Background: an optimization exercise with open tools, aiming at small area. Do not read the settings as production practice. No functional check of the RTL was part of this run. No activity file was given, so power comes from the tool's default toggle rates.

$ cat flow/config.mk
export PLATFORM = sky130hd
export DESIGN_NAME = sauria_sa_top
export DESIGN_NICKNAME = sauria_sa_top
export VERILOG_FILES = /design/flow/design.v
export SDC_FILE = /design/flow/constraint.sdc
export NUM_CORES = 4
export LEC_CHECK = 0
export CAP_MARGIN = 20
export CORE_MARGIN = 2
export CORE_UTILIZATION = 40
export PLACE_DENSITY = 0.6
export SLEW_MARGIN = 20
$ cat flow/constraint.sdc
create_clock -name core_clock -period 8.0 [get_ports {i_clk}]
set_input_delay 1.6000 -clock core_clock [delete_from_list [all_inputs] [get_ports {i_clk}]]
set_output_delay 1.6000 -clock core_clock [all_outputs]
set_load 0.01 [all_outputs]
$ cat flow/design.v
module FA 
(
  input logic   A,
  input logic   B,
  input logic   Cin, 
  output logic  S,
  output logic  Co
);
  assign S = A ^ B ^ Cin;
  assign Co = (Cin & A) | (Cin & B) |(A & B);
endmodule 
module HA
(
  input logic   A,
  input logic   B,
  output logic  S,
  output logic  Co
);
  assign S = A ^ B;
  assign Co = A & B;
endmodule
module mul_8x8_signed_bw
#(
  parameter MAC_IN_WIDTH = 8,                            
  parameter MAC_OUT_WIDTH = MAC_IN_WIDTH*2,              
  parameter N_LEVELS = 5,                                
  parameter N_PP = MAC_IN_WIDTH,                         
  parameter N_BIT_APPR = 8,                              
  parameter N_BIT_RES = MAC_OUT_WIDTH-4,                 
  parameter N_BIT_RES_MIN = MAC_OUT_WIDTH - N_BIT_RES,  
  parameter [N_LEVELS*32-1:0] n_rows = {32'd2,32'd3,32'd4,32'd6,32'd8},     
  parameter [(N_LEVELS-1)*32-1:0] col_start = {32'd2,32'd3,32'd4,32'd6},    
  parameter [(N_LEVELS-1)*32-1:0] col_end = {32'd13,32'd12,32'd11,32'd9}    
)(
	input logic 				i_clk,
  input logic         i_en_ff,
	input logic					i_rstn,
  input logic [MAC_IN_WIDTH-1 : 0]          a,
  input logic [MAC_IN_WIDTH-1 : 0]          b,
  input logic [N_BIT_RES-1 : 0]             res_mask,    
  input logic [N_BIT_APPR-1 : 0]            appr_mask,   
  output logic [MAC_OUT_WIDTH-1 : 0]        res
);
  logic [N_LEVELS-1:0][N_PP-1:0][MAC_OUT_WIDTH-1:0] q;
  logic [N_PP-1:0][MAC_IN_WIDTH-1:0] p;  
  logic [N_PP-1:0][MAC_OUT_WIDTH-1:0] p_shifted;
  for (genvar i = 0; i < MAC_IN_WIDTH; i++)
  begin : row_creation
    if (i < MAC_IN_WIDTH -1)
    begin : first_rows
      for (genvar j = 0; j < MAC_IN_WIDTH; j++)
      begin : column_creation
        if (j < MAC_IN_WIDTH -1)
          assign p[i][j] = a[j] & b[i];
        else
          assign p[i][j] = ~(a[j] & b[i]);
      end
    end
    else
    begin : last_row
      for (genvar j = 0; j < MAC_IN_WIDTH; j++)
      begin : column_creation
        if (j < MAC_IN_WIDTH -1)
          assign p[i][j] = ~(a[j] & b[i]);
        else
          assign p[i][j] = (a[j] & b[i]);
      end
    end
  end
  for (genvar i = 0; i < n_rows[(0)*32 +: 32]; i++)
  begin : shift_left_rows
    for (genvar j = 0; j < MAC_IN_WIDTH; j++)
    begin : shift_left_el
      if (((j+i) >= (N_BIT_RES_MIN)) && ((j+i) < N_BIT_APPR) && i!=0)     
        assign p_shifted[i][j+i] = p[i][j] & res_mask[j+i-N_BIT_RES_MIN] & appr_mask[j+i];
      else if (((j+i) >= (N_BIT_RES_MIN)) && ((j+i) < N_BIT_APPR) && i==0)     
        assign p_shifted[i][j+i] = ((~(appr_mask[j+i]) | p[i][j]) & res_mask[j+i-N_BIT_RES_MIN]);
      else if (j+i < N_BIT_RES_MIN && ((j!=3 && j!=2) || i!=0))
        assign p_shifted[i][j+i] = p[i][j] & appr_mask[j+i]; 
      else if (j+i < N_BIT_RES_MIN && (j==3 || j==2) && i==0)
        assign p_shifted[i][j+i] = (~(appr_mask[j+i])|p[i][j]); 
      else if (j+i >= N_BIT_APPR)  
      begin : apply_res_mask
        assign p_shifted[i][j+i] = p[i][j] & res_mask[j+i-N_BIT_RES_MIN];
      end
    end
  end
  assign p_shifted[0][MAC_IN_WIDTH] = 1 & res_mask[MAC_IN_WIDTH-N_BIT_RES_MIN];  
  assign p_shifted [N_PP-1][MAC_OUT_WIDTH-1] = 1 & res_mask[N_BIT_RES-1];  
  for (genvar i = 0; i < n_rows[(0)*32 +: 32]; i++)
  begin : rows_level_0
    for (genvar j = 0; j < MAC_OUT_WIDTH; j++)
    begin : columns_level_0
      if (j <= MAC_IN_WIDTH)
      begin : copy_unchanged
        assign q[0][i][j] = p_shifted[i][j];
      end
      else if ( j < MAC_OUT_WIDTH -1)
      begin : raise_columns
        if (i+j-(MAC_IN_WIDTH-1) <= (MAC_IN_WIDTH-1) )    
          assign q[0][i][j] = p_shifted[i+j-(MAC_IN_WIDTH-1)][j];
      end
      else  
      begin : raise_last_column
        if (i==0)
          assign q[0][i][j] = p_shifted[(MAC_IN_WIDTH-1)][j];   
      end
    end
  end
  for (genvar level = 0; level < N_LEVELS-1; level++) 
  begin
    for (genvar i = 0; i < n_rows[(level+1)*32 +: 32]; i++)  
    begin : rows_iteration_right_side
      for (genvar j = 0; j < col_start[(level)*32 +: 32]; j++)
      begin : dots_rside
        if (j >= i)    
          assign q[level+1][i][j] = q[level][i][j];
      end
    end
    for (genvar j = col_end[(level)*32 +: 32]+1; j < MAC_OUT_WIDTH; j++)
    begin : dots_lside
      for (genvar i = 0; i < MAC_OUT_WIDTH-1-j ; i++)
      begin : rows_iteration_left_side
        if (j != col_end[(level)*32 +: 32]+1)
          assign q[level+1][i][j] = q[level][i][j];
        else
          assign q[level+1][i+1][j] = q[level][i][j];  
      end
    end
    assign q[level+1][0][MAC_OUT_WIDTH-1] = q[level][0][MAC_OUT_WIDTH-1];
    for (genvar i = 0; i < n_rows[(level)*32 +: 32]; i++)
    begin : rows_selection_ha_fa
      if(i%3 == 0 && i+1 < n_rows[(level)*32 +: 32] && i+2 < n_rows[(0)*32 +: 32])   
      begin : ha_right  
        HA ha_li_right (
                          .A      (q[level][i][col_start[(level)*32 +: 32]+(i/3)]), 
                          .B      (q[level][i+1][col_start[(level)*32 +: 32]+(i/3)]),
                          .S      (q[level+1][i-i/3][col_start[(level)*32 +: 32]+(i/3)]),
                          .Co     (q[level+1][i+1-i/3][col_start[(level)*32 +: 32]+(i/3)+1]) 
        ); 
      end
      if(i%3 == 0 && i+2< n_rows[(level)*32 +: 32])   
      begin : fa_central_rows
        for (genvar j = col_start[(level)*32 +: 32]; j<= col_end[(level)*32 +: 32];j++)
        begin : fa_central_cols
          if ( j >= col_start[(level)*32 +: 32]+(i/3)+1 && j <= col_end[(level)*32 +: 32]-(i/3) ) 
          begin 
            if (j == col_end[(level)*32 +: 32]-(i/3))
            begin : fa_left_side  
              FA fa_li_left (
                                .A      (q[level][i][j]),
                                .B      (q[level][i+1][j]),
                                .Cin    (q[level][i+2][j]),
                                .S      (q[level+1][i-i/3][j]),
                                .Co     (q[level+1][i-i/3][j+1])
              );
            end
            else   
            begin : all_fas_central
              FA fa_li_right (
                                .A      (q[level][i][j]),
                                .B      (q[level][i+1][j]),
                                .Cin    (q[level][i+2][j]),
                                .S      (q[level+1][i-i/3][j]),
                                .Co     (q[level+1][i+1-i/3][j+1])
              );
            end
          end
        end
      end
      if (level!=3) 
      begin
        for (genvar j=col_start[(level)*32 +: 32]; j< col_start[(level)*32 +: 32]+3-level;j++)         
        begin : central_dots_right
          if (i >= 3*(j-col_start[(level)*32 +: 32])+2 && i <= j-col_start[(level)*32 +: 32]+ n_rows[(level)*32 +: 32]-2+level)    
            assign q[level+1][i-(j-col_start[(level)*32 +: 32]+1)][j] = q[level][i][j]; 
        end
      end
      if (level == 0 || level == 1)
      begin : central_dots_left
        for (genvar j = col_end[(level)*32 +: 32]-1+level; j<col_end[(level)*32 +: 32]+1; j++) 
        begin : central_dots_left_cols
          if (i >= 3 + 3*(col_end[(level)*32 +: 32]-j) && i <= 3*(col_end[(level)*32 +: 32]-j)+n_rows[(level)*32 +: 32]-3)  
            assign q[level+1][i-2*(col_end[(level)*32 +: 32]-j)][j] = q[level][i][j];  
        end
      end 
    end   
    if (level == 3)
      assign q[level+1][1][col_start[(level)*32 +: 32]] = q[level][2][col_start[(level)*32 +: 32]];
    if (level == 2)    
    begin : level2_central_dots
      for(genvar j = col_start[(level)*32 +: 32]+1; j<col_end[(level)*32 +: 32]+1;j++)
      begin : central_dots_l2l3
        assign q[level+1][2][j] = q[level][3][j];
      end
    end 
  end  
  logic [MAC_OUT_WIDTH-1:0] res_tmp_1;
  logic [MAC_OUT_WIDTH-1:0] res_tmp_2;
  logic sign_res;
  assign res_tmp_2[0] = q[N_LEVELS-1][0][0];
  assign q[N_LEVELS-1][1][MAC_OUT_WIDTH-1] = 0;   
  assign res_tmp_1[MAC_OUT_WIDTH-1:1] = q[N_LEVELS-1][0][MAC_OUT_WIDTH-1:1] + q[N_LEVELS-1][1][MAC_OUT_WIDTH-1:1];
  assign res_tmp_2 [MAC_OUT_WIDTH-N_BIT_RES-1:1] = res_tmp_1 [MAC_OUT_WIDTH-N_BIT_RES-1:1];
  assign sign_res = (a[MAC_IN_WIDTH-1] ^ b[MAC_IN_WIDTH-1]);
  assign res_tmp_2 [MAC_OUT_WIDTH-1 : MAC_OUT_WIDTH-N_BIT_RES] = (sign_res == 0) ? (res_mask & res_tmp_1[MAC_OUT_WIDTH-1 : MAC_OUT_WIDTH-N_BIT_RES]) :
                                                            (~(res_mask) | res_tmp_1[MAC_OUT_WIDTH-1 : MAC_OUT_WIDTH-N_BIT_RES] );
  assign res = (a!='0 && b!='0) ? res_tmp_2 : '0;  
endmodule
module multiplier_generic #(
    parameter MUL_TYPE = 0,
    parameter STAGES = 0,
    parameter SIGNED = 0,
    parameter M_APPROX = 0,
    parameter MM_APPROX = 0,
    parameter IA_W = 16,
    parameter IB_W = 16,
    parameter MULT_RES_MASK_W = 12,
    parameter MULT_APPR_MASK_W = 8,
    localparam MUL_W = IA_W+IB_W
)(
	input logic 				i_clk,
    input logic                 i_en_ff,
	input logic					i_rstn,
    input  logic [IA_W-1:0]   	i_a,
	input  logic [IB_W-1:0]		i_b,
    input logic [MULT_RES_MASK_W-1:0]   i_mult_res_mask,
    input logic [MULT_APPR_MASK_W-1:0]  i_mult_appr_mask,
	output logic [MUL_W-1:0]  	o_prod
);
generate
    if (MUL_TYPE == 10) begin
        mul_8x8_signed_bw multiplier_i
                (.i_clk		(i_clk),
                .i_rstn		(i_rstn),
                .i_en_ff    (i_en_ff),
                .a		    (i_a),
                .b		    (i_b),
                .res_mask   (i_mult_res_mask),
                .appr_mask  (i_mult_appr_mask),
                .res		(o_prod));              
    end
endgenerate
endmodule
module adder_ideal #(
    parameter IP_W = 16,
    parameter OC_W = 16
)(
    input  logic [IP_W-1:0]   	i_p,	     
	input  logic [OC_W-1:0]		i_c,	     
    input  logic                i_carry,     
	output logic [OC_W-1:0]     o_c 	         
);
logic signed                carry;
logic signed [IP_W-1:0]     p;
logic signed [OC_W-1:0]     c, sum;
assign carry = i_carry;
assign p = i_p;
assign c = i_c;
assign sum = p + c + carry;
assign o_c = sum;
endmodule
module adder_generic #(
    parameter ADD_TYPE = 0,
    parameter A_APPROX = 0,
    parameter AA_APPROX = 0,
    parameter IP_W = 16,
    parameter OC_W = 16
)(
    input  logic [IP_W-1:0]   	i_p,
    input  logic [OC_W-1:0]		i_c,
    input  logic                i_carry,
	output logic [OC_W-1:0]  	o_c 	 
);
generate
    if (ADD_TYPE == 0) begin
        adder_ideal #(
                .IP_W(IP_W),
                .OC_W(OC_W)
            ) adder_i
                (.i_p		(i_p),
                .i_c		(i_c),
                .i_carry    (i_carry),
                .o_c		(o_c));
    end
endgenerate
endmodule
module zero_det_neg #(
    parameter IA_W = 16,
    parameter IB_W = 16,
    parameter TH_W = 2
)(
    input  logic [IA_W-1:0]   	i_a,	 
	input  logic [IB_W-1:0]		i_b,	 
	input  logic [TH_W-1:0]		i_thres,         
	output  logic               o_zero_det 	     
);
logic exact_zero_det, neg_det_a, neg_det_b, neg_det;
localparam dec_bits = 2**TH_W -1;
logic [dec_bits-1:0] thres_dec;
logic [IA_W-1:1] a_neg_inputs_p, a_neg_inputs_n;     
logic [IB_W-1:1] b_neg_inputs_p, b_neg_inputs_n;
localparam a_exp_bit_max = 14;
localparam a_exp_bit_min = 10;
localparam b_exp_bit_max = 14;
localparam b_exp_bit_min = 10;
logic [a_exp_bit_max:a_exp_bit_min+1] a_exp_inputs;      
logic [b_exp_bit_max:b_exp_bit_min+1] b_exp_inputs;
always_comb begin
    if ((i_a == 0) || (i_b == 0)) begin
        exact_zero_det = 1;
    end else begin
        exact_zero_det = 0;
    end
end
    always_comb begin
        for (integer b=0; b<dec_bits; b=b+1) begin
            if (b<i_thres) begin
                thres_dec[b] = 1;
            end else begin
                thres_dec[b] = 0;
            end
        end
    end
        always_comb begin
            if (i_thres==0) begin
                a_neg_inputs_p = '1;
                a_neg_inputs_n = '0;
                b_neg_inputs_p = '1;
                b_neg_inputs_n = '0;
            end else begin
                for (integer ba=1; ba<IA_W; ba=ba+1) begin
                    if(ba<dec_bits) begin
                        if (thres_dec[ba]) begin
                            a_neg_inputs_p[ba] = 0;            
                            a_neg_inputs_n[ba] = 1;            
                        end else begin
                            a_neg_inputs_p[ba] = i_a[ba];
                            a_neg_inputs_n[ba] = i_a[ba];
                        end
                    end else begin
                        a_neg_inputs_p[ba] = i_a[ba];
                        a_neg_inputs_n[ba] = i_a[ba];
                    end
                end
                for (integer bb=1; bb<IB_W; bb=bb+1) begin
                    if(bb<dec_bits) begin
                        if (thres_dec[bb]) begin
                            b_neg_inputs_p[bb] = 0;            
                            b_neg_inputs_n[bb] = 1;            
                        end else begin
                            b_neg_inputs_p[bb] = i_b[bb];
                            b_neg_inputs_n[bb] = i_b[bb];
                        end
                    end else begin
                        b_neg_inputs_p[bb] = i_b[bb];
                        b_neg_inputs_n[bb] = i_b[bb];
                    end
                end
            end
            neg_det_a = (a_neg_inputs_p=='0) || (a_neg_inputs_n=='1);
            neg_det_b = (b_neg_inputs_p=='0) || (b_neg_inputs_n=='1);
            neg_det = neg_det_a & neg_det_b;
        end
    assign o_zero_det = exact_zero_det | neg_det;
endmodule
module sa_processing_element #(
    parameter ARITHMETIC = 0,
	parameter MUL_TYPE = 0,         
	parameter M_APPROX = 0,
	parameter MM_APPROX = 0,
	parameter ADD_TYPE = 0,         
	parameter A_APPROX = 0,       	
	parameter AA_APPROX = 0,  
    parameter IA_W = 16,
    parameter IB_W = 16,
    parameter OC_W = 48,
    parameter TH_W = 2,
    parameter MULT_RES_MASK_W = 12,
    parameter MULT_APPR_MASK_W = 8, 
	parameter STAGES_MUL = 2,
    parameter INTERMEDIATE_PIPELINE_STAGE = 1,
    parameter ZERO_GATING_MULT = 1,
    parameter ZERO_GATING_ADD = 1,
    parameter ZD_LOOKAHEAD = 1,
    parameter EXTRA_CSREG = 0
)(
	input logic 				i_clk,
	input logic					i_rstn,
    input  logic [IA_W-1:0]   	i_a,	 
	input  logic [IB_W-1:0]		i_b,	 
	input  logic [OC_W-1:0] 	i_c,	 
    input logic                 i_reg_clear,     
	input logic					i_cell_en,       
	input logic					i_cell_sc_en,    
    input logic					i_pipeline_en,   
    input logic					i_cswitch,       
    input logic					i_cscan_en,      
    input logic [TH_W-1:0]      i_thres,         
    input logic [MULT_RES_MASK_W-1:0]   i_mult_res_mask,      
    input logic [MULT_APPR_MASK_W-1:0]  i_mult_appr_mask,     
	output  logic               o_cswitch, 	 
    output  logic               o_cell_en, 	 
	output  logic [IA_W-1:0]  	o_a, 	 
    output  logic [IB_W-1:0]  	o_b, 	 
	output  logic [OC_W-1:0]  	o_c 	 
);
localparam ZERO_DETECTOR = ZERO_GATING_MULT | ZERO_GATING_ADD;
localparam MUL_W = (ARITHMETIC == 0)? (IA_W + IB_W) : OC_W;
logic pipeline_ff_en;
logic [IA_W-1:0] a_q;
logic [IB_W-1:0] b_q;
logic            cswitch_q;
logic            cell_en_q;
logic            cswitch_q_ext;
logic               mul_mux_sel;
logic [MUL_W-1:0]   mul_d, mul_q, mul_q_zd;
logic [OC_W-1:0]    mac_d, mac_q, mac_q_mux, mac_q_zd;
logic                   zero_det_d, zero_det_q0, zero_det_q1;
logic                   zd_lookahead;
logic                   acc_read_en;
logic [STAGES_MUL:0]    zero_det_q_shim;     
logic [IA_W-1:0]        a_zd_q;
logic [IB_W-1:0]        b_zd_q;
logic [OC_W-1:0]        mhold_q;
logic [OC_W-1:0]        mac_sc_d, mac_sc_q;
logic                   sc_reg_en;
assign pipeline_ff_en = i_cell_en & i_pipeline_en;
generate
    if (ARITHMETIC == 0) begin
        multiplier_generic #(
                .MUL_TYPE(MUL_TYPE),
                .M_APPROX(M_APPROX),
                .MM_APPROX(MM_APPROX),
                .SIGNED(1'b1),
                .STAGES(STAGES_MUL),
                .IA_W(IA_W),
                .IB_W(IB_W),
                .MULT_RES_MASK_W(MULT_RES_MASK_W),
                .MULT_APPR_MASK_W(MULT_APPR_MASK_W)
            ) multiplier_i
                (.i_clk		(i_clk),
                .i_rstn		(i_rstn && (!i_reg_clear)),
                .i_en_ff    (pipeline_ff_en),
                .i_a		(a_zd_q),
                .i_b		(b_zd_q),
                .i_mult_res_mask    (i_mult_res_mask),
                .i_mult_appr_mask   (i_mult_appr_mask),
                .o_prod		(mul_d));
        adder_generic #(
                .ADD_TYPE(ADD_TYPE),
                .A_APPROX(A_APPROX),
                .AA_APPROX(AA_APPROX),
                .IP_W(MUL_W),
                .OC_W(OC_W)
            ) adder_i
                (.i_p		(mul_q_zd),
                .i_c		(mac_q_zd),
                .i_carry    (1'b0),
                .o_c		(mac_d));
    end
endgenerate
generate
    if(EXTRA_CSREG == 1) begin
        always_ff @(posedge i_clk or negedge i_rstn) begin : prop_reg
            if(~i_rstn) begin
                cswitch_q_ext <= 0;
            end else begin
                if (i_reg_clear) begin
                    cswitch_q_ext <= 0;
                end else if(pipeline_ff_en) begin
                    cswitch_q_ext <= i_cswitch;
                end
            end
        end
    end else begin
        assign cswitch_q_ext = i_cswitch;
    end
endgenerate
generate
    if(ZERO_DETECTOR == 1) begin
        zero_det_neg #(
            .IA_W(IA_W),
            .IB_W(IB_W),
            .TH_W(TH_W)
        ) zero_det_neg_i
        (.i_a		    (i_a),
            .i_b		    (i_b),
            .i_thres	    (i_thres),
            .o_zero_det		(zero_det_d));
        always_ff @(posedge i_clk or negedge i_rstn) begin : zd_reg0
            if(~i_rstn) begin
                zero_det_q0 <= 0;
            end else begin
                if (i_reg_clear) begin
                    zero_det_q0 <= 0;
                end else if(pipeline_ff_en) begin
                    zero_det_q0 <= zero_det_d;
                end
            end
        end
    end
endgenerate
generate
    if(ZERO_GATING_MULT == 1) begin
        always_ff @(posedge i_clk or negedge i_rstn) begin : sil_reg
            if(~i_rstn) begin
                a_zd_q <= 0;
                b_zd_q <= 0;
            end else begin
                if (i_reg_clear) begin
                    a_zd_q <= 0;
                    b_zd_q <= 0;
                end else if ((pipeline_ff_en) && !(zero_det_d)) begin
                    a_zd_q <= i_a;
                    b_zd_q <= i_b;
                end
            end
        end
    end else begin
        assign a_zd_q = i_a;
        assign b_zd_q = i_b;
    end
endgenerate
genvar k;
generate
    if(ZERO_DETECTOR == 1) begin
        if (STAGES_MUL>0) begin
            for (k=1; k<STAGES_MUL+1; k=k+1) begin
                always_ff @(posedge i_clk or negedge i_rstn) begin : buff_reg
                    if(~i_rstn) begin
                        zero_det_q_shim[k] <= 0;
                    end else begin
                        if (i_reg_clear) begin
                            zero_det_q_shim[k] <= 0;
                        end else if(pipeline_ff_en) begin
                            if (k==1) begin
                                zero_det_q_shim[1] <= zero_det_q0;
                            end else begin
                                zero_det_q_shim[k] <= zero_det_q_shim[k-1];
                            end
                        end
                    end
                end
            end
        end else begin
            assign zero_det_q_shim[0] = zero_det_q0;
        end
    end
endgenerate
generate
    if(INTERMEDIATE_PIPELINE_STAGE == 1) begin
        if (ARITHMETIC == 0) begin
            always_ff @(posedge i_clk or negedge i_rstn) begin : mul_reg
                if(~i_rstn) begin
                    mul_q <= 0;
                end else begin
                    if (i_reg_clear) begin
                        mul_q <= 0;
                    end else if(pipeline_ff_en) begin
                        mul_q <= mul_d;
                    end
                end
            end
        end
        if(ZERO_DETECTOR == 1) begin
            always_ff @(posedge i_clk or negedge i_rstn) begin : zd_reg1
                if(~i_rstn) begin
                    zero_det_q1 <= 0;
                end else begin
                    if (i_reg_clear) begin
                        zero_det_q1 <= 0;
                    end else if(pipeline_ff_en) begin
                        zero_det_q1 <= zero_det_q_shim[STAGES_MUL];
                    end
                end
            end
        end
    end else begin
        assign mul_q = mul_d;
        assign zero_det_q1 = zero_det_q_shim[STAGES_MUL];
    end
endgenerate
generate
    if(ZERO_DETECTOR == 1) begin
        assign mul_mux_sel = zero_det_q1 && cswitch_q_ext;
        if (ARITHMETIC == 0) begin
            assign mul_q_zd = (mul_mux_sel) ? 0 : mul_q;
        end
        assign acc_read_en = pipeline_ff_en & (cswitch_q_ext | (~zero_det_q1));
    end else begin
        assign mul_q_zd = mul_q;
        assign acc_read_en = pipeline_ff_en;
    end
endgenerate
generate
    if(ZERO_GATING_ADD == 1) begin
        if(ZD_LOOKAHEAD == 1) begin
            if(INTERMEDIATE_PIPELINE_STAGE == 1) begin
                assign zd_lookahead = zero_det_q_shim[STAGES_MUL];
            end else begin
                if (STAGES_MUL>0) begin
                    assign zd_lookahead = zero_det_q_shim[STAGES_MUL-1];
                end else begin
                    assign zd_lookahead = zero_det_d;
                end
            end
        end else begin
            assign zd_lookahead = 1;
        end
        always_ff @(posedge i_clk or negedge i_rstn) begin : mhold_reg
            if(~i_rstn) begin
                mhold_q <= 0;
            end else begin
                if (i_reg_clear) begin
                    mhold_q <= 0;
                end else if(zd_lookahead) begin
                    mhold_q <= mac_q_zd;
                end
            end
        end
        assign mac_q_zd = (zero_det_q1 && (!cswitch_q_ext)) ? mhold_q : mac_q_mux;
    end else begin
        assign mac_q_zd = mac_q_mux;
    end
endgenerate
always_ff @(posedge i_clk or negedge i_rstn) begin : acc_reg
	if(~i_rstn) begin
		mac_q <= 0;
	end else begin
        if (i_reg_clear) begin
            mac_q <= 0;
        end else if(acc_read_en) begin
		    mac_q <= mac_d;
        end
	end
end
assign mac_q_mux = (cswitch_q_ext) ? mac_sc_q : mac_q;
assign sc_reg_en = (i_cscan_en | cswitch_q_ext ) & i_pipeline_en;
assign mac_sc_d = (cswitch_q_ext) ? mac_q : i_c;
always_ff @(posedge i_clk or negedge i_rstn) begin : sc_reg
	if(~i_rstn) begin
		mac_sc_q <= 0;
	end else begin
        if (i_reg_clear) begin
            mac_sc_q <= 0;
        end else if(sc_reg_en) begin
		    mac_sc_q <= mac_sc_d;
        end
	end
end
always_ff @(posedge i_clk or negedge i_rstn) begin : prop_reg
	if(~i_rstn) begin
		a_q <= 0;
		b_q <= 0;
        cswitch_q <= 0;
	end else begin
        if (i_reg_clear) begin
            a_q <= 0;
            b_q <= 0;
            cswitch_q <= 0;
        end else if(pipeline_ff_en) begin
		    a_q <= i_a;
		    b_q <= i_b;
            cswitch_q <= i_cswitch;
        end
	end
end
always_ff @(posedge i_clk or negedge i_rstn) begin : cell_en_reg
	if(~i_rstn) begin
		cell_en_q <= 0;
	end else begin
        if (i_reg_clear) begin
            cell_en_q <= 0;
        end else if(i_cell_sc_en) begin
		    cell_en_q <= i_cell_en;
        end
	end
end
assign o_a = a_q;
assign o_b = b_q;
assign o_c = mac_sc_q;
assign o_cswitch = cswitch_q;
assign o_cell_en = cell_en_q;
endmodule
module sa_array #(
    parameter ARITHMETIC = 0,
	parameter MUL_TYPE = 0,         
	parameter M_APPROX = 0,
	parameter MM_APPROX = 0,
	parameter ADD_TYPE = 0,         
	parameter A_APPROX = 0,       	
	parameter AA_APPROX = 0,  
    parameter X = 3,
    parameter Y = 3,
    parameter IA_W = 16,
    parameter IB_W = 16,
    parameter OC_W = 48,
    parameter TH_W = 2,
    parameter MULT_RES_MASK_W = 12,
    parameter MULT_APPR_MASK_W = 8,
	parameter STAGES_MUL = 2,
    parameter INTERMEDIATE_PIPELINE_STAGE = 1,
    parameter ZERO_GATING_MULT = 1,
    parameter ZERO_GATING_ADD = 1,
    parameter ZD_LOOKAHEAD = 1,
    parameter EXTRA_CSREG = 0
)(
	input logic 				        i_clk,
	input logic					        i_rstn,
    input  logic [0:Y-1][IA_W-1:0]      i_a_arr,	         
	input  logic [0:X-1][IB_W-1:0]	    i_b_arr,	         
	input  logic [0:Y-1][OC_W-1:0] 	    i_c_arr,	         
    input logic                         i_reg_clear,         
    input logic					        i_pipeline_en,       
    input logic	[0:X-1]				    i_cswitch_arr,       
    input logic					        i_cscan_en,          
    input logic [TH_W-1:0]              i_thres,             
    input logic [MULT_RES_MASK_W-1:0]   i_mult_res_mask,      
    input logic [MULT_APPR_MASK_W-1:0]  i_mult_appr_mask,     
	output  logic [0:Y-1][OC_W-1:0]  	o_c_arr              
);
logic [0:Y-1][0:X][IA_W-1:0]   	mat_A;
logic [0:Y][0:X-1][IB_W-1:0]	mat_B;
logic [0:Y-1][0:X][OC_W-1:0]	mat_C;
logic [0:Y][0:X-1]              mat_cswitch;
logic [0:Y][0:X-1]              mat_cell_en;
genvar jj;
    generate
        for (jj=0; jj < Y; jj++) begin : y_ios
            assign mat_A[jj][0] = i_a_arr[jj];       
            assign mat_C[jj][X] = i_c_arr[jj];       
            assign o_c_arr[jj] = mat_C[jj][0];       
        end
    endgenerate
genvar ii;
    generate
        for (ii=0; ii < X; ii++) begin : x_ios
            assign mat_B[0][ii] = i_b_arr[ii];                   
            assign mat_cswitch[0][ii] = i_cswitch_arr[ii];       
        end
    endgenerate
genvar i,j;
    generate
        for (j=0; j < Y; j++) begin : y_axis
			for (i=0; i < X; i++) begin : x_axis
                sa_processing_element #(
                    .ARITHMETIC(ARITHMETIC),
                    .MUL_TYPE(MUL_TYPE),
                    .M_APPROX(M_APPROX),
                    .MM_APPROX(MM_APPROX),
                    .ADD_TYPE(ADD_TYPE),
                    .A_APPROX(A_APPROX),
                    .AA_APPROX(AA_APPROX),
                    .IA_W(IA_W),
                    .IB_W(IB_W),
                    .OC_W(OC_W),
                    .TH_W(TH_W),
                    .MULT_RES_MASK_W(MULT_RES_MASK_W),
                    .MULT_APPR_MASK_W(MULT_APPR_MASK_W),
                    .STAGES_MUL(STAGES_MUL),
                    .INTERMEDIATE_PIPELINE_STAGE(INTERMEDIATE_PIPELINE_STAGE),
                    .ZERO_GATING_MULT(ZERO_GATING_MULT),
                    .ZERO_GATING_ADD(ZERO_GATING_ADD),
                    .ZD_LOOKAHEAD(ZD_LOOKAHEAD),
                    .EXTRA_CSREG(EXTRA_CSREG)
                ) sa_processing_element_i (
                    .i_clk		    (i_clk),
                    .i_rstn		    (i_rstn),
                    .i_a		    (mat_A[j][i]),          
                    .i_b		    (mat_B[j][i]),
                    .i_c		    (mat_C[j][i+1]),         
                    .i_thres        (i_thres),
                    .i_mult_res_mask    (i_mult_res_mask),
                    .i_mult_appr_mask   (i_mult_appr_mask), 
                    .i_reg_clear    (i_reg_clear),
                    .i_cell_en		(1'b1),                  
                    .i_cell_sc_en   (1'b1),                  
                    .i_pipeline_en	(i_pipeline_en),
                    .i_cswitch		(mat_cswitch[j][i]),
                    .i_cscan_en		(i_cscan_en),
                    .o_cswitch		(mat_cswitch[j+1][i]),   
                    .o_cell_en		(),                      
                    .o_a		    (mat_A[j][i+1]),         
                    .o_b		    (mat_B[j+1][i]),         
                    .o_c		    (mat_C[j][i]));          
            end
        end
    endgenerate
endmodule
module sauria_sa_top #(
    parameter X = 4,
    parameter Y = 4,
    parameter IA_W = 8,
    parameter IB_W = 8,
    parameter OC_W = 32,
    parameter TH_W = 2,
    parameter MULT_RES_MASK_W = 12,
    parameter MULT_APPR_MASK_W = 8
)(
    input  logic                        i_clk,
    input  logic                        i_rstn,
    input  logic [Y*IA_W-1:0]           i_a_arr,         
    input  logic [X*IB_W-1:0]           i_b_arr,         
    input  logic [Y*OC_W-1:0]           i_c_arr,         
    input  logic                        i_reg_clear,
    input  logic                        i_pipeline_en,
    input  logic [X-1:0]                i_cswitch_arr,   
    input  logic                        i_cscan_en,
    input  logic [TH_W-1:0]             i_thres,
    input  logic [MULT_RES_MASK_W-1:0]  i_mult_res_mask,
    input  logic [MULT_APPR_MASK_W-1:0] i_mult_appr_mask,
    output logic [Y*OC_W-1:0]           o_c_arr          
);
logic [0:Y-1][IA_W-1:0] a_arr;
logic [0:X-1][IB_W-1:0] b_arr;
logic [0:Y-1][OC_W-1:0] c_arr, oc_arr;
logic [0:X-1]           cswitch_arr;
genvar j, i;
generate
    for (j = 0; j < Y; j++) begin : rows
        assign a_arr[j] = i_a_arr[j*IA_W +: IA_W];
        assign c_arr[j] = i_c_arr[j*OC_W +: OC_W];
        assign o_c_arr[j*OC_W +: OC_W] = oc_arr[j];
    end
    for (i = 0; i < X; i++) begin : cols
        assign b_arr[i] = i_b_arr[i*IB_W +: IB_W];
        assign cswitch_arr[i] = i_cswitch_arr[i];
    end
endgenerate
sa_array #(
    .ARITHMETIC(0),
    .MUL_TYPE(10),
    .M_APPROX(0),
    .MM_APPROX(0),
    .ADD_TYPE(0),
    .A_APPROX(0),
    .AA_APPROX(0),
    .X(X),
    .Y(Y),
    .IA_W(IA_W),
    .IB_W(IB_W),
    .OC_W(OC_W),
    .TH_W(TH_W),
    .MULT_RES_MASK_W(MULT_RES_MASK_W),
    .MULT_APPR_MASK_W(MULT_APPR_MASK_W),
    .STAGES_MUL(0),
    .INTERMEDIATE_PIPELINE_STAGE(1),
    .ZERO_GATING_MULT(1),
    .ZERO_GATING_ADD(0),
    .ZD_LOOKAHEAD(1),
    .EXTRA_CSREG(1)
) sa_array_i (
    .i_clk            (i_clk),
    .i_rstn           (i_rstn),
    .i_a_arr          (a_arr),
    .i_b_arr          (b_arr),
    .i_c_arr          (c_arr),
    .i_reg_clear      (i_reg_clear),
    .i_pipeline_en    (i_pipeline_en),
    .i_cswitch_arr    (cswitch_arr),
    .i_cscan_en       (i_cscan_en),
    .i_thres          (i_thres),
    .i_mult_res_mask  (i_mult_res_mask),
    .i_mult_appr_mask (i_mult_appr_mask),
    .o_c_arr          (oc_arr)
);
endmodule
$ cat flow/run.sh
#!/bin/bash
# synth_recipe.tcl (not shown) runs the flow's synth.tcl, then flattens the netlist and writes it again
# the make line also repeats each setting of config.mk as NAME=value (left out here)
make -C /OpenROAD-flow-scripts/flow DESIGN_CONFIG=/design/flow/config.mk WORK_HOME=/design/flow/orfs CLKGATE_MAP_FILE= SYNTH_SCRIPT=/design/flow/synth_recipe.tcl finish
==> results.txt <==
final setup vio count=0; Post-synth top flop=dfrtp_1; complex-gate fraction of the synthesized area=approximately 16%; Reg power frac=between 40 and 50%; root buf cell=clkbuf_16; 1st-pass router iterations=8; final setup margin=about 2 ns; initial antenna violation count=62; Comb pwr share=~14%; FP Rows=approximately 220; I/O pin total=351; xor and xnor area share after synthesis=under 10%; CP startpoint kind=input port; Cell Area, Synth=about 0.14 mm2; crit-path max cell delay=slightly below 0.6 ns; Simple-Gate Fraction of Synth Area=around 16%; clock sinks=around 1,800; HP Class=flip-flop to flip-flop; Data required, critical path=roughly 8.8 ns; Slowest cell on crit path=and2_4; crit path time final=6.04 ns; GP Congestion=between 0.9 and 1; area occupied by multi-input gates=approximately 0.088 mm2; Most Frequent Cell on Critical Path=fa_1; DR vias=between 100k and 150k; sw power=slightly below 7 mW; Clock power frac=44.0%; Initial Util=around 40%; flops & latches, synth=approximately 1,800; fin. max-slew vios=0; RSZ-0062 raised after global routing=false; Post-synth EDFFs=0; Gate Count Post-Synth=about 16,000; fill count=about 35,000; Max Clock Skew=0.0795 ns; Ys Warns=2; mux cell area share after synthesis=a little over a tenth; Nets=around 17,000; vias in the first global route=112,000; drt wl/cell=approximately 22 um; DRT Wirelength=around 440,000 um; gr ovfl total=0; ys async rst share=100%; Pwr Density=150 mW/mm2; global-route wire length before repair=685,000 um; post-synth top area share=a little under a third; Peak supply drop=~0.19 mV; global-route usage over all layers=about a quarter; drt via density=around 5.6; post-synth net total=between 15,000 and 20,000; Setup crit end kind=flip-flop; Register-to-Register Path Depth=17; worst path arrival time=approximately 6.8 ns; WS Path Type=input port to flip-flop; hold violation total from the final report=0; antenna viol nets, final=0; largest fanout on the critical path=47; Reg area=0.0445 mm2; Worst-Margin Slew=approximately 1.2 ns; Yosys cell types=approximately 100; IO buf count=350; sequential share of the synthesized area=approximately a third; Synth Area in Adders=approximately 16%; largest net degree at the start of global routing=166; CTS tree=done; clock latency (worst-skew pair)=~0.94 ns; P_int=between 15 and 20 mW; synthesis-to-layout area growth=9.56%; die area=approximately 0.36 mm2; die width=598 um; status=timing/DRC/antenna clean; worst slack at placement=about 1.1 ns; Max Clk Rate=~0.17 GHz; final period utilization=approximately 75%; share of cells above drive strength 1=7.46%; top area cells in the synthesized netlist=dfrtp_1, fa_1, ha_1, mux2i_1, nand2_1; cell accounting for the most synthesized area=dfrtp_1; HPWL after detailed placement=approximately 320,000 um; die height=598 um; setup_tns=0 ns; Static Leak=about 72 nW; setup bufs post-CTS=0; # resized after CTS=0; switch share=29.4%; Iter 0 DRT Violations=9,332; core box area=roughly 0.35 mm2; drt drc=0; Hold Worst Slack=0.469 ns; worst hold stages=2; Slew HR=between 20 and 25%; Bufs on Longest Clock Path=4; largest family of logic cells by synthesized area=compound AO/OA/AOI/OAI gates; critical-path cell list=buf_2 > and2_4 > buf_12 > and3_1 > fa_1 > inv_1 > fa_1 > fa_1 > fa_1 > inv_1 > ha_1 > and2_1 > a31oi_1 > o21ai_1 > o41ai_1 > o21ai_1 > xor2_1 > mux2i_1 > o21ai_1; Clock transition at path regs=around 0.060 ns; Post-Syn Area per Cell=8.88 um2; total CTS buffers=about 220; hold buffer count at cts=0; max cap viols=0; H-tree depth=4; worst reg2reg setup slack=between 2 and 3 ns
-- stage by stage --
stage / area (um2) / util [%] / instances / total power, mW
6_report: 155000 / 43.9 / 20300 / 23.1
5_1_grt: 155000 / 43.9 / 20300 / 24.1
4_1_cts: 154000 / 43.9 / 20200 / 23.3
3_5_place_dp: 147000 / 41.8 / 19900 / 13.1
3_3_place_gp: 147000 / 41.8 / 19900 / 13.1
2_1_floorplan: 141000 / - / 15900 / 11.8
-- cell families (layout without fill, tap and decap cells) --
| group | Yosys count | count (layout) |
|---|---|---|
| other | 0 | 46 |
| buffers and inverters | 2190 | 1922 |
| and+or+nand+nor | 4873 | 4873 |
| AOI/OAI and AO/OA | 3591 | 3591 |
| xor gates and xnor gates | 603 | 603 |
| muxes | 1434 | 1434 |
| DFF | 1776 | 1776 |
| adders and majority gates | 1424 | 1424 |
-- sequential cells by signal (all words and copies together), names as in the netlist, 96 cells and up, named ones only --
register,cells
sa_array_i.y_axis.x_axis.sa_processing_element_i.a_q,96
sa_array_i.y_axis.x_axis.sa_processing_element_i.a_zd_q,128
sa_array_i.y_axis.x_axis.sa_processing_element_i.b_q,96
sa_array_i.y_axis.x_axis.sa_processing_element_i.b_zd_q,128
sa_array_i.y_axis.x_axis.sa_processing_element_i.mac_q,512
sa_array_i.y_axis.x_axis.sa_processing_element_i.mac_sc_q,512
sa_array_i.y_axis.x_axis.sa_processing_element_i.mul_q,256
-- how the worst max path moves through the flow --
stage,start,endpoint,slack (ns),cells past startpoint
CTS,i_mult_res_mask[3],flip-flop,2.05,18
global placement,i_mult_res_mask[3],flip-flop,1.10,20
floorplan,i_mult_res_mask[4],flip-flop,1.78,19
finish,i_mult_res_mask[3],flip-flop,1.96,19
detailed placement,i_mult_res_mask[3],flip-flop,1.08,19
global route,i_mult_res_mask[3],flip-flop,1.68,18
-- critical path: cells and delay by family --
kind                     cells  cell delay (ns)
AO/OA/AOI/OAI                5             1.02
XOR/XNOR                     1             0.16
adder cells (fa/ha/maj)      5             1.90
buffers and inverters        4             0.93
multiplexers                 1             0.14
AND/OR/NAND/NOR              3             1.00
-- per-layer routing --
metal / GRT usage, % / vias up / share of wire, %
met5: 0 / - / 0.025
met4: 9.45 / 18 / 4.0
met3: 3.19 / 690 / 5.4
met2: 39.2 / 2876 / 46
met1: 33.0 / 56400 / 44
li1: - / 54300 / -
-- cells in the mapped netlist (501+ instances only) --
master	instances
a21oi_1	892
and3_1	555
clkbuf_1	885
dfrtp_1	1776
fa_1	592
ha_1	832
inv_1	1005
mux2_2	501
mux2i_1	933
nand2_1	2322
nor2_1	689
o21ai_0	595
o31ai_1	568
-- area by class of cell --
class                           instances  area share (%)
Clock inverter                         84           0.622
Multi-Input combinational cell      11900            57.0
Antenna cell                           46          0.0745
Tap cell                             4620            3.74
Inverter                             1023            2.49
Sequential cell                      1776            28.8
Timing Repair Buffer                  511            3.19
Clock buffer                          304            4.06
-- cells in the final DEF (no fill, tap or decap), types with 381 or more instances in the layout --
cell type     n
a21oi_1     875
and3_1      555
dfrtp_1    1760
fa_1        592
ha_1        832
inv_1      1003
mux2_2      501
mux2i_1     933
nand2_1    2320
nor2_1      672
o21ai_0     595
o21ai_1     381
o31ai_1     568
-- power by group through the flow --
stage          logic [mW]  clock network (mW)  registers [mW]
2_1_floorplan        2.22                   0            9.57
3_3_place_gp         3.18                   0            9.88
3_5_place_dp         3.22                   0            9.89
4_1_cts              3.23                10.4            9.72
5_1_grt              3.58                10.7            9.76
6_report             3.21                10.2            9.73

[separate check: timing with driven ports]
How much do the figures lean on ideal ports? The routed layout below was timed once more, with nothing changed but the port constraints.
Step 1 sets driving cells, clkbuf_16 on the clock port and buf_2 on the other inputs (assumed; they add their load-dependent delay and slew).
Step 2 adds t to the input delays and takes it off the output delays; t is the mean of the earliest and latest rising clock arrival at the registers after step 1. Input paths then give back, and output paths get back, about the clock's delay inside the block.
Slacks: no drivers / after step 1 / after step 2; pairs: no drivers / after step 1.
t (ns): 1.018
setup slack, ns: 1.961 / 1.945 / 0.927
hold WS [ns]: 0.469 / 0.469 / 0.469
worst slew at a driven data input, ns: 0.29
After both steps setup and hold are still met in this run. The setup slack of this run moves by -0.016 ns with the drivers and by -1.034 ns with both steps.
